Source: an optimization exercise on an open RTL-to-GDS flow (aim: small area, a short achievable clock period and few clock cycles per item). Production flows keep margins and buffers that such runs may drop. In this exercise RTL edits were held to simulation tests only and were not proved equivalent to the original. Power and IR drop assume default switching activity.

**flow/design.v**
```verilog
module rc4_crack(clk, rst, start, key_init, ct_we, ct_addr, ct_wdata, pt_addr,
                 pt_data, busy, done, found, key);
input clk, rst, start;
input [23:0] key_init;
input ct_we;
input [4:0] ct_addr;
input [7:0] ct_wdata;
input [4:0] pt_addr;
output [7:0] pt_data;
output busy, done, found;
output [23:0] key;
reg        act;    
reg        fin;    
reg        fnd;    
reg        prga;   
reg [7:0]  i;      
reg [1:0]  ph;     
reg [5:0]  n;      
reg [23:0] kreg;   
reg [23:0] kd;     
wire accept = start & ~act;
assign busy  = act;
assign done  = fin;
assign found = fin & fnd;
assign key   = kreg;
wire ph0   = ph == 2'd0;
wire ph1   = ph == 2'd1;
wire ph2   = ph == 2'd2;
wire n1    = n == 6'd1;
wire init  = act & ~prga & (i == 8'd0);
wire ksa1  = act & ~prga;
wire ksa2  = act & (prga ? (ph0 & n1) : (i != 8'd0));
wire ps1   = act & prga & ph0;
wire ps2   = act & prga & ph1;
wire ps3   = act & prga & ph2;
wire ps4   = act & prga & ph0 & ~n1;
wire chk   = act & prga & ph1 & ~n1;
wire s1    = ksa1 | ps1;
wire s2    = ksa2 | ps2;
wire [2047:0] Fv;   
reg  [7:0] pa;      
reg  [7:0] xr;      
reg  [7:0] Xd;      
reg  [7:0] Xp;      
reg  [7:0] Wr;      
reg  [7:0] tl;      
reg  [7:0] ks;      
wire [7:0] W = Fv[8*pa +: 8];
wire [7:0] Xsrc = ~prga ? Fv[8*255 +: 8] : (n1 ? Fv[7:0] : Xp);
wire       fwd  = ksa2 & (pa == (prga ? 8'd0 : 8'd255));
wire [7:0] lidx = prga ? {2'b0, n} : i;            
wire [7:0] X    = init ? 8'd0 : (fwd ? Xd : (Xsrc ^ lidx));
wire [7:0] A    = init ? 8'hFF : xr;
wire [7:0] Kop  = prga ? 8'hFD : kd[23:16];
wire [7:0] xnew = A + X + Kop;
wire [7:0] n2   = {1'b0, n, 1'b0};
wire [7:0] ppos = 8'd1 - n2;                        
wire [7:0] m3   = ~(n2 + {2'b0, n});                
wire [7:0] tsum = Wr + Xd;
wire [7:0] tpos = tsum + m3;                        
wire [7:0] wpos = ps2 ? (8'd0 - n2) : 8'd253;       
wire [7:0] off2 = ksa2 ? (i + 8'd1) : (n2 + {2'b0, n} - 8'd1);
wire [7:0] jl   = pa + off2;
wire [7:0] il   = ksa2 ? (i - 8'd1) : {2'b0, n};
wire [7:0] Wx   = W ^ il ^ jl;                      
wire [7:0] Vx   = init ? 8'd0 : (Xd ^ jl);          
always @(posedge clk) begin
  if (s1) begin
    xr <= (~prga & (i == 8'd255)) ? 8'd1 : xnew;
    Xd <= X;
  end
  if (s1)       pa <= xnew;
  else if (ps2) pa <= ppos;
  else if (ps3) pa <= tpos;
  if (ps2) Wr <= W ^ jl;
  if (ps3) Xp <= W;
  if (ps3) tl <= tsum;
  if (ps4) ks <= W;
end
genvar p;
generate
  for (p = 0; p < 256; p = p + 1) begin : ring
    reg  [7:0] r;
    wire [7:0] nxt = Fv[8*((p + 1) % 256) +: 8];
    wire xsel = init | (s2 & (pa == ((p + 1) % 256)));
    wire [7:0] base = xsel ? Vx : nxt;
    assign Fv[8*p +: 8] = r;
    if (p == 253 || (p >= 192 && p <= 254 && p % 2 == 0)) begin : wr
      wire wsel = s2 & (wpos == p);
      always @(posedge clk) r <= wsel ? Wx : base;
    end else begin : nw
      always @(posedge clk) r <= base;
    end
  end
endgenerate
reg  [7:0] ct [0:31];
reg  [5:0] pt [0:31];
wire [4:0] cidx = n[4:0] - 5'd2;
wire [7:0] pbyte = ct[cidx] ^ ks ^ tl;
wire ok = (pbyte >= 8'd97 && pbyte <= 8'd122) || pbyte == 8'd32;
always @(posedge clk) begin
  if (ct_we) ct[ct_addr] <= ct_wdata;
end
integer k;
always @(posedge clk) begin
  if (chk) begin
    for (k = 0; k < 31; k = k + 1) pt[k] <= pt[k + 1];
    pt[31] <= {pbyte[6], pbyte[4:0]};
  end
end
wire [5:0] pto = pt[pt_addr];
assign pt_data = {1'b0, pto[5], 1'b1, pto[4:0]};
wire [23:0] knext = kreg + 24'd1;
always @(posedge clk) begin
  if (rst) begin
    act <= 1'b0;
    fin <= 1'b0;
  end else if (accept) begin
    act  <= 1'b1;
    fin  <= 1'b0;
    fnd  <= 1'b0;
    prga <= 1'b0;
    i    <= 8'd0;
    kreg <= key_init;
    kd   <= {key_init[23:16] - 8'd1, key_init[15:8] - 8'd1, key_init[7:0] - 8'd1};
  end else if (act) begin
    if (chk & ~ok) begin
      kreg <= knext;
      kd   <= {knext[23:16] - 8'd1, knext[15:8] - 8'd1, knext[7:0] - 8'd1};
      prga <= 1'b0;
      i    <= 8'd0;
      if (knext[22]) begin
        act <= 1'b0;
        fin <= 1'b1;
      end
    end else if (chk & (n == 6'd33)) begin
      act <= 1'b0;
      fin <= 1'b1;
      fnd <= 1'b1;
    end else if (~prga) begin
      i  <= i + 8'd1;
      kd <= {kd[15:0], kd[23:16]};
      if (i == 8'd255) begin
        prga <= 1'b1;
        ph   <= 2'd0;
        n    <= 6'd1;
      end
    end else begin
      ph <= ph2 ? 2'd0 : ph + 2'd1;
      if (ph2) n <= n + 6'd1;
    end
  end
end
endmodule
```
**flow/run.sh**
```bash
#!/bin/bash
# synth_recipe.tcl (not shown) runs the flow's synth.tcl, then flattens the netlist and writes it again
# the make line also repeats each setting of config.mk as NAME=value (left out here)
make -C /OpenROAD-flow-scripts/flow DESIGN_CONFIG=/design/flow/config.mk WORK_HOME=/design/flow/orfs CLKGATE_MAP_FILE= SYNTH_SCRIPT=/design/flow/synth_recipe.tcl finish
```
**flow/config.mk**
```make
export PLATFORM = sky130hd
export DESIGN_NAME = rc4_crack
export DESIGN_NICKNAME = rc4_crack
export VERILOG_FILES = /design/flow/design.v
export SDC_FILE = /design/flow/constraint.sdc
export NUM_CORES = 4
export LEC_CHECK = 0
export CAP_MARGIN = 20
export CORE_MARGIN = 2
export CORE_UTILIZATION = 60
export SETUP_SLACK_MARGIN = 3.5
export SLEW_MARGIN = 20
```
**flow/constraint.sdc**
```tcl
create_clock -name core_clock -period 8.0 [get_ports {clk}]
set_input_delay 1.6000 -clock core_clock [delete_from_list [all_inputs] [get_ports {clk}]]
set_output_delay 1.6000 -clock core_clock [all_outputs]
set_load 0.01 [all_outputs]
```
==> out/results.ini <==
[pwr]
cellPowerDensity_nw_per_um2 = 284
netSwitchingFraction = 0.318
p_clk_frac = 0.344
power.switching_w = 0.0122
finalPower_w = 0.0383
p_leak_nw = 47.3
p_int_w = 0.0261
comb_power_share = 0.259
power_frac_seq = 0.396
peakVddDrop_mv = 0.276

[timing]
fmax_mhz = 202
worst_slew_pin_slew_ns = 1.35
hold_viol = 0
setup_violations = 0
relSlewSlack = 0.0957
finalCritPeriodShare = 0.620
fin_skew_ns = 0.0554
slew_viol_final = 0
rsz0062_at_grt = true
hold_ws_ns = 0.415
fin_crit_ns = 4.96
final.setup.tns_ns = 0

[yosys]
yosys_warnings = 2
netlist_instances = 10800
syn_avg_cell_area_sq_um = 10.5
synth_edf_count = 570
synth_nets = 10900
synth_top_flop_cell = dfxtp_1
synth_async_sr_flop_share = 0
synth_seq_area_share = 0.516
synthesis.area_sq_um = 113000
ys_types = 76
ys_seq_elements = 2620

[worst_setup_path]
crit_type = reg -> reg
critPathCaptureType = flop
r2r_cells = 23
rr_startpoint = n[1]$_SDFFCE_PN0P_
setup.worst_path.start_class = flop
path_max_fanout = 6
r2r_slack_ns = 3.04
reg2reg_to = ring[35].r[7]$_DFF_P_
arrival_ns = 5.83
required_ns = 8.87

[drt]
via_count = 92900
via_per_inst = 6.96
dr.pass1.iters = 9
drt_iter0_drc = 13000
wl_per_cell_microns = 30.6
drc_errors = 0
route.final.wire_length_mm = 408
antenna_left = 0

[flow_run]
max_cap_viol_count = 0

[floorplan]
initial_core_util = 0.602
core_sq_um = 187000
rows = 159
die-area_sq_um = 191000
die-width_microns = 437
die_y_microns = 437
ios = 81

[placed_design]
placed_cells = 12500
placed_area_sq_um = 115000
globalplace.congestion = 0.910
port_buffers = 78
hpwlAfterDp_mm = 222

[clock_network]
cts_htree_levels = 5
root_buffer = clkbuf_16
cts.clk_slew.worst_paths_ns = 0.06
cts_buffer_depth = 4
clk_latency_ns = 0.96
cts_tree = done
cts_buffers = 290
clock_sinks = 2620

[finish]
layout-drive-gt1-share = 0.242
fin_cells = 13300
multi_input_area_sq_um = 55100
fin_nets = 10800
fin_area_sq_um = 135000
syn2layout_area_growth_pct = 19.6
fillers = 13100
regArea_sq_um = 58200

[worst_hold_path]
whs_endpoint = ring[201].r[7]$_DFF_P_
worstHoldStart = ring[202].r[7]$_DFF_P_
min-delay-path-class = reg -> reg
holdPathStages = 2

[run_status]
status = timing/DRC/antenna clean

[global_routing]
grt.total_usage = 0.392
first_global_vias = 86400
grt_max_degree = 231
antenna_found_initial = 16
grt_pass1_wl_mm = 566
grt_overflow = 0

==> cell usage after synthesis, types with 7 or more instances <==
library cell | count | area [sq um]
dfxtp_1 | 2050 | 41000
o21ai_0 | 1503 | 7520
nand3_1 | 1502 | 7520
nand2_1 | 977 | 3670
clkbuf_1 | 801 | 3010
mux4_2 | 671 | 15100
a21oi_1 | 597 | 2990
edfxtp_1 | 570 | 17100
nor2_1 | 425 | 1600
mux2_2 | 176 | 1980
buf_1 | 158 | 593
a311oi_1 | 144 | 1260
mux2i_1 | 130 | 1300
a22oi_1 | 123 | 923
xnor2_1 | 107 | 937
buf_2 | 90 | 450
nor3_1 | 84 | 420
inv_1 | 78 | 293
o31ai_1 | 68 | 510
a31oi_1 | 58 | 363
xor2_1 | 58 | 508
ha_1 | 52 | 651
a211oi_1 | 34 | 255
and3_1 | 23 | 144
buf_4 | 23 | 173
a221o_1 | 20 | 200
nand4_1 | 18 | 113
a221oi_1 | 14 | 123
or2_2 | 14 | 87.6
o21a_1 | 13 | 97.6
and2_1 | 12 | 75.1
fa_1 | 12 | 240
nor2b_1 | 12 | 75.1
o21bai_1 | 12 | 90.1
a22o_1 | 11 | 96.3
o211ai_1 | 11 | 82.6
nand3b_1 | 10 | 75.1
o41ai_1 | 10 | 87.6
a21o_1 | 9 | 67.6
or3_1 | 9 | 56.3
buf_6 | 8 | 90.1
nor3b_1 | 8 | 60.1
a2111oi_0 | 7 | 61.3
nand2b_1 | 7 | 43.8
==> flip-flops by register name (all words and copies together), names as in the netlist, 2 cells and up <==
register,flops
ring.r,2048
ct,256
pt,192
kd,24
kreg,24
Wr,8
Xd,8
Xp,8
i,8
ks,8
pa,8
tl,8
xr,8
n,6
ph,2
==> worst max-delay path: stages, from the launching register on <==
cell and delay [ns]:
edfxtp_1 0.37, buf_12 0.14, buf_6 0.10, ha_4 0.13, inv_2 0.04, fa_2 0.57
buf_6 0.12, nand3_1 0.17, xnor2_1 0.19, nand2_1 0.06, o21ai_0 0.16, ha_1 0.50
a2111oi_4 0.41, or3_4 0.20, o211ai_1 0.16, o2bb2ai_4 0.30, xnor2_4 0.15, buf_12 0.16
buf_16 0.14, buf_12 0.15, buf_12 0.13, buf_16 0.19, nand3_2 0.09, a21oi_1 0.20
==> what timing repair did <==
item                                    4_1_cts  5_1_grt
endpoints found under the setup margin     2174     1565
resized for setup                           457      948
buffers inserted                            159      114
gates cloned                                 69       53
hold buffers                                  0        0
pin swaps                                   137      382
==> stage by stage <==
step	utilization	setup slack (ns)
after floorplan	-	3.31
after global placement	0.613	1.27
after detailed placement	0.613	1.27
after CTS	0.689	3.19
after global routing	0.720	2.95
final	0.720	3.04
==> layout make-up <==
cell class              count  share of cell area
flip-flops and latches   2620               0.431
multi-input cells        7022               0.409
repair buffers            633              0.0657
clock buffers             419              0.0628
well taps                2495              0.0231
clock inverters            72             0.00566
inverters                  81             0.00274
diodes                      4           0.0000742
==> cell families (layout without fill, tap and decap cells) <==
logic type      after synthesis  after routing  synth area share
compound gates             2676           2677             0.134
xor+xnor                    167            167            0.0132
fa+ha+maj                    64             64           0.00790
buf+inv                    1161           1205            0.0409
flops                      2620           2620             0.516
mux                         977            977             0.163
other cells                   2              6         0.0000666
simple gates               3120           3135             0.125
==> power groups by stage <==
stage          combinational [W]  clock, W  sequential (W)
2_1_floorplan            0.00364         0          0.0152
3_3_place_gp             0.00553         0          0.0154
3_5_place_dp             0.00562         0          0.0154
4_1_cts                  0.00753    0.0132          0.0152
5_1_grt                  0.00995    0.0138          0.0153
6_report                 0.00994    0.0132          0.0152
==> worst max-delay path by stage <==
| stage | to | depth (start not counted) | slack (ns) | start |
|---|---|---|---|---|
| 6_report | ring[35].r[7]$_DFF_P_ | 23 | 3.04 | n[1]$_SDFFCE_PN0P_ |
| 3_5_place_dp | pt_data[6] | 10 | 1.27 | pt_addr[0] |
| 4_1_cts | pt_data[4] | 9 | 3.19 | pt_addr[1] |
| 3_3_place_gp | pt_data[6] | 10 | 1.27 | pt_addr[0] |
| 2_1_floorplan | pt_data[3] | 8 | 3.31 | pt_addr[0] |
| 5_1_grt | ring[163].r[7]$_DFF_P_ | 23 | 2.95 | i[0]$_SDFFCE_PN0P_ |
==> per-layer routing <==
layer	GRT usage	vias to the layer above	wire, microns
li1	-	39700	-
met1	0.523	45500	150000
met5	0	-	92
met3	0.0944	1589	51000
met4	0.206	12	28300
met2	0.596	5998	178000
==> placed cells by master, fill, tap and decap left out, types with 30 or more instances in the layout <==
master and count:
a21oi_1 416, a21oi_2 174, a22oi_1 97, a311oi_1 143, a31oi_1 56, buf_12 93
buf_16 79, buf_4 259, buf_6 66, clkbuf_1 67, clkbuf_16 337, clkbuf_8 51
clkdlybuf4s50_1 61, clkinv_2 34, dfxtp_1 2049, edfxtp_1 570, ha_1 40, inv_1 65
mux2_2 157, mux2i_1 123, mux4_2 671, nand2_1 960, nand3_1 1286, nand3_2 109
nand3_4 109, nor2_1 365, nor2_2 30, nor2_4 34, nor3_1 67, o21ai_0 1288
o21ai_1 117, o21ai_2 99, o31ai_1 64, xnor2_1 86, xor2_1 45
Testbench counts, summed over its fixed seeds: cycles 48,538, keys 154.

==> afterwards: timing with drivers on the ports <==
The flow's constraints put no driver on any port. The routed layout listed below was extracted and timed again, unchanged, in two steps.
Step 1 (the two cells are an assumption about what drives the block):
set clk [get_ports {clk}]
set_driving_cell -lib_cell sky130_fd_sc_hd__clkbuf_16 $clk
set_driving_cell -lib_cell sky130_fd_sc_hd__buf_2 [delete_from_list [all_inputs] $clk]
Step 2 times the ports against the registers' clock, not the clock port: input delays grow and output delays shrink by t, the midpoint of the rising clock arrivals with the driver on.
Slacks: no drivers / after step 1 / after step 2; pairs: no drivers / after step 1.
t (ns): 1.039
setup slack, ns: 3.039 / 2.988 / 2.988
clock arrival spread, ns: 0.056 / 0.056
slew at the worst register clock pin (ns): 0.07 / 0.07
cell pins on the clock port's net: 1
After both steps setup and hold are still met in this run. For this run, drivers alone change the setup slack by -0.051 ns; drivers and shift together by -0.051 ns.
